What follows belongs to an exercise in optimizing a design on an open flow for small area; a production flow would make more cautious choices. Only simulation tests tie the RTL to the original design; equivalence was not proved. Power and IR drop assume default switching activity.

## SimulatedDevice
module SimulatedDevice(
    input[1:0] global_state,
    input sys_clk,
    input rx,
    output tx,
    input turn_left_signal,
    input turn_right_signal,
    input move_forward_signal,
    input move_backward_signal,
    input place_barrier_signal,
    input destroy_barrier_signal,
    input rst,
    input clutch,
    input throttle,
    input brake,
    input power_on,
    input power_off,
    output front_detector,
    output back_detector,
    output left_detector,
    output right_detector,
    output move_backward_light,
    output move_forward_light,
    output turn_left_light,
    output turn_right_light,
    output power_light,
    output reg [2:0] state_light,
    output [3:0] moving_light,
    output [7:0] seg1,
    output [7:0] seg2,
    output [7:0] an
    );
    localparam [3:0] NON_MOVING = 4'b0000, MOVE_FORWARD = 4'b0001,
                     MOVE_BACK = 4'b0010, TURN_LEFT = 4'b0100, TURN_RIGHT = 4'b1000;
    reg [6:0] g;
    reg [1:0] m3;
    always @(posedge sys_clk)
        if (rst) begin
            g <= 7'd16;
            m3 <= 2'd0;
        end
        else begin
            g <= g + 7'd1;
            if (g == 7'd127) m3 <= m3[1] ? 2'd0 : m3 + 2'd1;
        end
    wire even     = ~g[0];                  
    wire tick_ms  = (g[4:0] == 5'd31);      
    wire tick_20  = (g == 7'd79);           
    wire tick_div = (g[3:0] == 4'h7);       
    reg power1;
    reg [1:0] temp_state;
    localparam [2:0] E_A = 3'd0, E_B = 3'd1, E_C = 3'd3, E_H = 3'd2,
                     E_D = 3'd4, E_E = 3'd5, E_F = 3'd6, E_G = 3'd7;
    reg [2:0] e;
  ...
Settings: LEC_CHECK=0, CAP_MARGIN=20, CORE_MARGIN=2, CORE_UTILIZATION=60, SLEW_MARGIN=20; clock period 25.0 ns.
standard.sh (not shown) runs the stock make flow with config.mk's settings and CLKGATE_MAP_FILE= SYNTH_SCRIPT=/design/flow/synth_recipe.tcl, a recipe that flattens the netlist after the stock synthesis.
==> flow/flow/run.sh <==
#!/bin/bash
# Own layout flow: the standard synthesis; then the combinational logic
# re-mapped for area with a few ABC scripts (flip-flops untouched), keeping
# the smallest mapping that is proven equivalent to the standard netlist;
# then the standard layout with small port buffers and a small clock tree.
set -uo pipefail
WORK=$(pwd)
PLAT=${FLOW_PLATFORM:-sky130hd}
RES=$WORK/orfs/results/$PLAT/SimulatedDevice/base
LIB=$FLOW_HOME/platforms/$PLAT/lib/sky130_fd_sc_hd__tt_025C_1v80.lib
YOSYS=yosys
[ -x "$FLOW_HOME/../tools/install/yosys/bin/yosys" ] && YOSYS=$FLOW_HOME/../tools/install/yosys/bin/yosys

bash standard.sh synth > $WORK/flow_synth.log 2>&1 || exit 1
cp $RES/1_2_yosys.v $WORK/std_netlist.v
python3 $WORK/flow/cutff.py $WORK/std_netlist.v $WORK/cut_std.v || exit 1

DU=""
for c in $(sed -n '/^export DONT_USE_CELLS/,/^$/p' $FLOW_HOME/platforms/$PLAT/config.mk | grep -o "sky130_fd_sc_hd__[a-z0-9_]*"); do DU="$DU -dont_use $c"; done
SEQ=$(grep -oE "sky130_fd_sc_hd__(e?df|sdf|sedf|dl|conb)[a-z0-9_]*" $WORK/std_netlist.v | sort -u | tr '\n' ' ')
FFS_STD=$(grep -oE "sky130_fd_sc_hd__(e?df|sdf|sedf)[a-z0-9_]* +[^ ]+" $WORK/std_netlist.v | sort | md5sum)

best=""
best_area=""
for s in a b c d; do
  cat > $WORK/remap_$s.ys <<EOF
read_liberty -ignore_miss_func $LIB
blackbox $SEQ
read_verilog $WORK/std_netlist.v
hierarchy -top $FLOW_TOP
flatten
opt_clean
abc -script $WORK/flow/remap_$s.abc -liberty $LIB $DU -D 25000
opt_clean -purge
hilomap -singleton -hicell sky130_fd_sc_hd__conb_1 HI -locell sky130_fd_sc_hd__conb_1 LO
splitnets
opt_clean -purge
tee -o $WORK/remap_$s.stat stat -liberty $LIB
write_verilog -noattr -noexpr -nohex -nodec -selected $WORK/remap_all_$s.v
EOF
  $YOSYS -s $WORK/remap_$s.ys > $WORK/flow_remap_$s.log 2>&1 || continue
  python3 - $WORK/remap_all_$s.v $WORK/remap_$s.v $FLOW_TOP <<'P' || continue
import sys,re
t=open(sys.argv[1]).read()
m=re.search(r'module '+sys.argv[3]+r'\b.*?endmodule',t,re.S)
open(sys.argv[2],'w').write(m.group(0)+'\n')
P
  # same flip-flop instances as the standard netlist
  [ "$FFS_STD" = "$(grep -oE "sky130_fd_sc_hd__(e?df|sdf|sedf)[a-z0-9_]* +[^ ]+" $WORK/remap_$s.v | sort | md5sum)" ] || continue
  # combinational equivalence, every flip-flop cut into ports
  python3 $WORK/flow/cutff.py $WORK/remap_$s.v $WORK/cut_remap_$s.v || continue
  cat > $WORK/equiv_$s.ys <<EOF
read_liberty -ignore_miss_func $LIB
read_verilog $WORK/cut_std.v
hierarchy -top $FLOW_TOP
flatten
rename $FLOW_TOP gold
design -stash gold
read_liberty -ignore_miss_func $LIB
read_verilog $WORK/cut_remap_$s.v
hierarchy -top $FLOW_TOP
flatten
rename $FLOW_TOP gate
design -stash gate
design -copy-from gold -as gold gold
design -copy-from gate -as gate gate
miter -equiv -flatten -make_assert gold gate miter
hierarchy -top miter
sat -verify -prove-asserts miter
EOF
  $YOSYS -s $WORK/equiv_$s.ys > $WORK/flow_equiv_$s.log 2>&1 || continue
  area=$(grep "Chip area" $WORK/remap_$s.stat | awk '{print $NF}')
  echo "script $s: area $area, equivalent" >> $WORK/flow_choice.log
  if [ -z "$best" ] || python3 -c "import sys; sys.exit(0 if float('$area') < float('$best_area') else 1)"; then
    best=$s; best_area=$area
  fi
done
if [ -n "$best" ]; then
  echo "using re-mapped netlist $best ($best_area)" >> $WORK/flow_choice.log
  cp $WORK/remap_$best.v $RES/1_2_yosys.v
  touch $RES/1_2_yosys.v
else
  echo "using standard netlist" >> $WORK/flow_choice.log
fi

bash standard.sh \
  BUFFER_PORTS_ARGS="-buffer_cell sky130_fd_sc_hd__buf_1" \
  CTS_ARGS="-sink_clustering_enable -repair_clock_nets -dont_use_dummy_load -buf_list {sky130_fd_sc_hd__clkbuf_16} -sink_clustering_size 100 -sink_clustering_max_diameter 500" \
  finish > $WORK/flow_layout.log 2>&1
Other scripts of this flow, unchanged in this note and not shown: flow/flow/cutff.py, flow/flow/remap_a.abc, flow/flow/remap_b.abc, flow/flow/remap_c.abc, flow/flow/remap_d.abc
Rerun with:
--- a/flow/flow/run.sh
+++ b/flow/flow/run.sh
@@ -87,3 +87,3 @@
   BUFFER_PORTS_ARGS="-buffer_cell sky130_fd_sc_hd__buf_1" \
-  CTS_ARGS="-sink_clustering_enable -repair_clock_nets -dont_use_dummy_load -buf_list {sky130_fd_sc_hd__clkbuf_16} -sink_clustering_size 100 -sink_clustering_max_diameter 500" \
+  CTS_ARGS="-sink_clustering_enable -repair_clock_nets -dont_use_dummy_load -buf_list {sky130_fd_sc_hd__clkbuf_8} -sink_buffer_max_cap_derate 1.0 -sink_clustering_size 50 -sink_clustering_max_diameter 300" \
   finish > $WORK/flow_layout.log 2>&1
CORE_UTILIZATION = 40   (was 60)
After rerunning: Die area rose by well over a third. Final cell count goes up by a few percent. Sequential share of layout area climbs by 0.38 points. Setup slack gains 0.071 ns. Register-to-register slack improved by 0.24 ns.
Rerun with:
--- a/flow/flow/run.sh
+++ b/flow/flow/run.sh
@@ -87,3 +87,3 @@
   BUFFER_PORTS_ARGS="-buffer_cell sky130_fd_sc_hd__buf_1" \
-  CTS_ARGS="-sink_clustering_enable -repair_clock_nets -dont_use_dummy_load -buf_list {sky130_fd_sc_hd__clkbuf_8} -sink_buffer_max_cap_derate 1.0 -sink_clustering_size 50 -sink_clustering_max_diameter 300" \
+  CTS_ARGS="-sink_clustering_enable -repair_clock_nets -dont_use_dummy_load -buf_list {sky130_fd_sc_hd__clkbuf_4 sky130_fd_sc_hd__clkbuf_8} -root_buf sky130_fd_sc_hd__clkbuf_8 -sink_clustering_size 20" \
   finish > $WORK/flow_layout.log 2>&1
CORE_UTILIZATION = 60   (was 40)
Outcome:
- clock power goes up by 2.7%
- routed wire length goes up by 0.95%
- total power goes up by 0.81%
- setup slack is worse by 0.080 ns
- critical path depth stays the same
- combinational power barely changes
Rerun with:
--- a/flow/flow/run.sh
+++ b/flow/flow/run.sh
@@ -87,3 +87,3 @@
   BUFFER_PORTS_ARGS="-buffer_cell sky130_fd_sc_hd__buf_1" \
-  CTS_ARGS="-sink_clustering_enable -repair_clock_nets -dont_use_dummy_load -buf_list {sky130_fd_sc_hd__clkbuf_4 sky130_fd_sc_hd__clkbuf_8} -root_buf sky130_fd_sc_hd__clkbuf_8 -sink_clustering_size 20" \
+  CTS_ARGS="-sink_clustering_enable -repair_clock_nets -dont_use_dummy_load -buf_list {sky130_fd_sc_hd__clkbuf_4 sky130_fd_sc_hd__clkbuf_8}" \
   finish > $WORK/flow_layout.log 2>&1
CORE_UTILIZATION = 40   (was 60)
- global-route usage went down by 9.4 points
- sequential power barely changes
- sequential share of layout area went down by 0.39 points
- utilization went down by 22 points
- via count went down by 3.0%
- worst setup slack improved by 0.080 ns
- total power went down by 0.80%
- cell count went up by 5.2%
- synthesized cell count does not change
- register-to-register slack improved by 0.21 ns
- worst hold slack hardly moves


== v23 ==
Another version of the RTL of SimulatedDevice (not shown whole).
Size in the first run: roughly 570 cells after synthesis, ~4300 um^2 of cells after synthesis.
Design SimulatedDevice, start of the top module:
module SimulatedDevice(
    input[1:0] global_state,
    input sys_clk,
    input rx,
    output tx,
    input turn_left_signal,
    input turn_right_signal,
    input move_forward_signal,
    input move_backward_signal,
    input place_barrier_signal,
    input destroy_barrier_signal,
    input rst,
    input clutch,
    input throttle,
    input brake,
    input power_on,
    input power_off,
    output front_detector,
    output back_detector,
    output left_detector,
    output right_detector,
    output move_backward_light,
    output move_forward_light,
    output turn_left_light,
    output turn_right_light,
    output power_light,
    output reg [2:0] state_light,
    output [3:0] moving_light,
    output [7:0] seg1,
    output [7:0] seg2,
    output [7:0] an
    );
    localparam [3:0] NON_MOVING = 4'b0000, MOVE_FORWARD = 4'b0001,
                     MOVE_BACK = 4'b0010, TURN_LEFT = 4'b0100, TURN_RIGHT = 4'b1000;
    reg [6:0] g;
    reg [1:0] m3;
  ...
Settings: LEC_CHECK=0, CAP_MARGIN=20, CORE_MARGIN=2, CORE_UTILIZATION=40, GPL_TIMING_DRIVEN=0, SLEW_MARGIN=20; clock period 25.0 ns.
==> flow/flow/run.sh <==
#!/bin/bash
# Own layout flow: the standard synthesis; then the combinational logic
# re-mapped for area with a few ABC scripts (flip-flops untouched), keeping
# the smallest mapping that is proven equivalent to the standard netlist;
# then the standard layout with small port buffers and a small clock tree.
set -uo pipefail
WORK=$(pwd)
PLAT=${FLOW_PLATFORM:-sky130hd}
RES=$WORK/orfs/results/$PLAT/SimulatedDevice/base
LIB=$FLOW_HOME/platforms/$PLAT/lib/sky130_fd_sc_hd__tt_025C_1v80.lib
YOSYS=yosys
[ -x "$FLOW_HOME/../tools/install/yosys/bin/yosys" ] && YOSYS=$FLOW_HOME/../tools/install/yosys/bin/yosys

bash standard.sh synth > $WORK/flow_synth.log 2>&1 || exit 1
cp $RES/1_2_yosys.v $WORK/std_netlist.v
python3 $WORK/flow/cutff.py $WORK/std_netlist.v $WORK/cut_std.v || exit 1

DU=""
for c in $(sed -n '/^export DONT_USE_CELLS/,/^$/p' $FLOW_HOME/platforms/$PLAT/config.mk | grep -o "sky130_fd_sc_hd__[a-z0-9_]*"); do DU="$DU -dont_use $c"; done
SEQ=$(grep -oE "sky130_fd_sc_hd__(e?df|sdf|sedf|dl|conb)[a-z0-9_]*" $WORK/std_netlist.v | sort -u | tr '\n' ' ')
FFS_STD=$(grep -oE "sky130_fd_sc_hd__(e?df|sdf|sedf)[a-z0-9_]* +[^ ]+" $WORK/std_netlist.v | sort | md5sum)

best=""
best_area=""
remap_one() {
  local s=$1
  cat > $WORK/remap_$s.ys <<EOF
read_liberty -ignore_miss_func $LIB
blackbox $SEQ
read_verilog $WORK/std_netlist.v
hierarchy -top $FLOW_TOP
flatten
opt_clean
abc -script $WORK/flow/remap_$s.abc -liberty $LIB $DU -D 25000
opt_clean -purge
hilomap -singleton -hicell sky130_fd_sc_hd__conb_1 HI -locell sky130_fd_sc_hd__conb_1 LO
splitnets
opt_clean -purge
tee -o $WORK/remap_$s.stat stat -liberty $LIB
write_verilog -noattr -noexpr -nohex -nodec -selected $WORK/remap_all_$s.v
EOF
  $YOSYS -s $WORK/remap_$s.ys > $WORK/flow_remap_$s.log 2>&1 || return 1
  python3 - $WORK/remap_all_$s.v $WORK/remap_$s.v $FLOW_TOP <<'P' || return 1
import sys,re
t=open(sys.argv[1]).read()
m=re.search(r'module '+sys.argv[3]+r'\b.*?endmodule',t,re.S)
open(sys.argv[2],'w').write(m.group(0)+'\n')
P
  # same flip-flop instances as the standard netlist
  [ "$FFS_STD" = "$(grep -oE "sky130_fd_sc_hd__(e?df|sdf|sedf)[a-z0-9_]* +[^ ]+" $WORK/remap_$s.v | sort | md5sum)" ] || return 1
  # combinational equivalence, every flip-flop cut into ports
  python3 $WORK/flow/cutff.py $WORK/remap_$s.v $WORK/cut_remap_$s.v || return 1
  cat > $WORK/equiv_$s.ys <<EOF
read_liberty -ignore_miss_func $LIB
read_verilog $WORK/cut_std.v
hierarchy -top $FLOW_TOP
flatten
rename $FLOW_TOP gold
design -stash gold
read_liberty -ignore_miss_func $LIB
read_verilog $WORK/cut_remap_$s.v
hierarchy -top $FLOW_TOP
flatten
rename $FLOW_TOP gate
design -stash gate
design -copy-from gold -as gold gold
design -copy-from gate -as gate gate
miter -equiv -flatten -make_assert gold gate miter
hierarchy -top miter
sat -verify -prove-asserts miter
EOF
  $YOSYS -s $WORK/equiv_$s.ys > $WORK/flow_equiv_$s.log 2>&1 || return 1
  touch $WORK/remap_$s.ok
}
for s in w1 w2 w3 w5; do remap_one $s & done
wait
for s in w7 w11 y1 y2; do remap_one $s & done
wait
for s in y3 y5 y7 y11; do remap_one $s & done
wait
for s in w1 w2 w3 w5 w7 w11 y1 y2 y3 y5 y7 y11; do
  [ -f $WORK/remap_$s.ok ] || continue
  area=$(grep "Chip area" $WORK/remap_$s.stat | awk '{print $NF}')
  echo "script $s: area $area, equivalent" >> $WORK/flow_choice.log
  if [ -z "$best" ] || python3 -c "import sys; sys.exit(0 if float('$area') < float('$best_area') else 1)"; then
    best=$s; best_area=$area
  fi
done
if [ -n "$best" ]; then
  echo "using re-mapped netlist $best ($best_area)" >> $WORK/flow_choice.log
  cp $WORK/remap_$best.v $RES/1_2_yosys.v
  touch $RES/1_2_yosys.v
else
  echo "using standard netlist" >> $WORK/flow_choice.log
fi

bash standard.sh \
  BUFFER_PORTS_ARGS="-buffer_cell sky130_fd_sc_hd__buf_1" \
  CTS_ARGS="-sink_clustering_enable -repair_clock_nets -dont_use_dummy_load -buf_list {sky130_fd_sc_hd__clkbuf_4 sky130_fd_sc_hd__clkbuf_8}" \
  finish > $WORK/flow_layout.log 2>&1
Other scripts of this flow, unchanged in this note and not shown: flow/flow/cutff.py, flow/flow/remap_w1.abc, flow/flow/remap_w11.abc, flow/flow/remap_w2.abc, flow/flow/remap_w3.abc, flow/flow/remap_w5.abc, flow/flow/remap_w7.abc, flow/flow/remap_y1.abc, flow/flow/remap_y11.abc, flow/flow/remap_y2.abc, flow/flow/remap_y3.abc, flow/flow/remap_y5.abc, flow/flow/remap_y7.abc
No stage failed in v23, and the final checks on the layout all came back clean.
diff inputs: v23 => v13
Settings: a deleted GPL_TIMING_DRIVEN that had been 0.
## What came out
The sequential cell area share of v13 and that of v23 are within noise of each other.
Power dissipated in combinational cells across v23 and v13: no real change.
Diff v23..v13 | synthesized cell count | unchanged
Diff v13..v23 | power | negligible

## afterwards: timing with drivers on the ports
The results above use ideal ports. As a check the final layouts listed here were re-extracted and re-timed, cells and wires unchanged. Step 1, drivers: a clkbuf_16 drives sys_clk and a buf_2 each remaining input, both assumed. Step 2 also shifts input and output timing later by t, the mid clock arrival at the registers, as if the neighbouring blocks saw the same clock. Slacks: ideal ports / drivers / drivers and shift; pairs: ideal ports / drivers.
run | t (ns) | slack for setup (ns) | worst hold slack (ns) | worst setup path after step 2 | pins driven straight from the clock port
the first run of note 1 | 0.366 | 12.904 / 12.873 / 12.873 | 0.457 / 0.457 / 0.457 | input to output | 1
the second run of note 1 | 0.370 | 12.975 / 12.956 / 12.956 | 0.460 / 0.460 / 0.460 | input to output | 1
the third run of note 1 | 0.383 | 12.895 / 12.863 / 12.863 | 0.460 / 0.460 / 0.460 | input to output | 1
the fourth run of note 1 | 0.370 | 12.975 / 12.956 / 12.956 | 0.460 / 0.460 / 0.460 | input to output | 1
v23 | 0.400 | 13.061 / 13.041 / 13.041 | 0.459 / 0.459 / 0.459 | input to output | 1
v13 | 0.393 | 13.113 / 13.093 / 13.093 | 0.466 / 0.466 / 0.466 | input to output | 1
After both steps setup and hold are still met in every run listed. For the third run of note 1, which loses most, drivers alone change the setup slack by -0.032 ns; drivers and shift together by -0.032 ns.
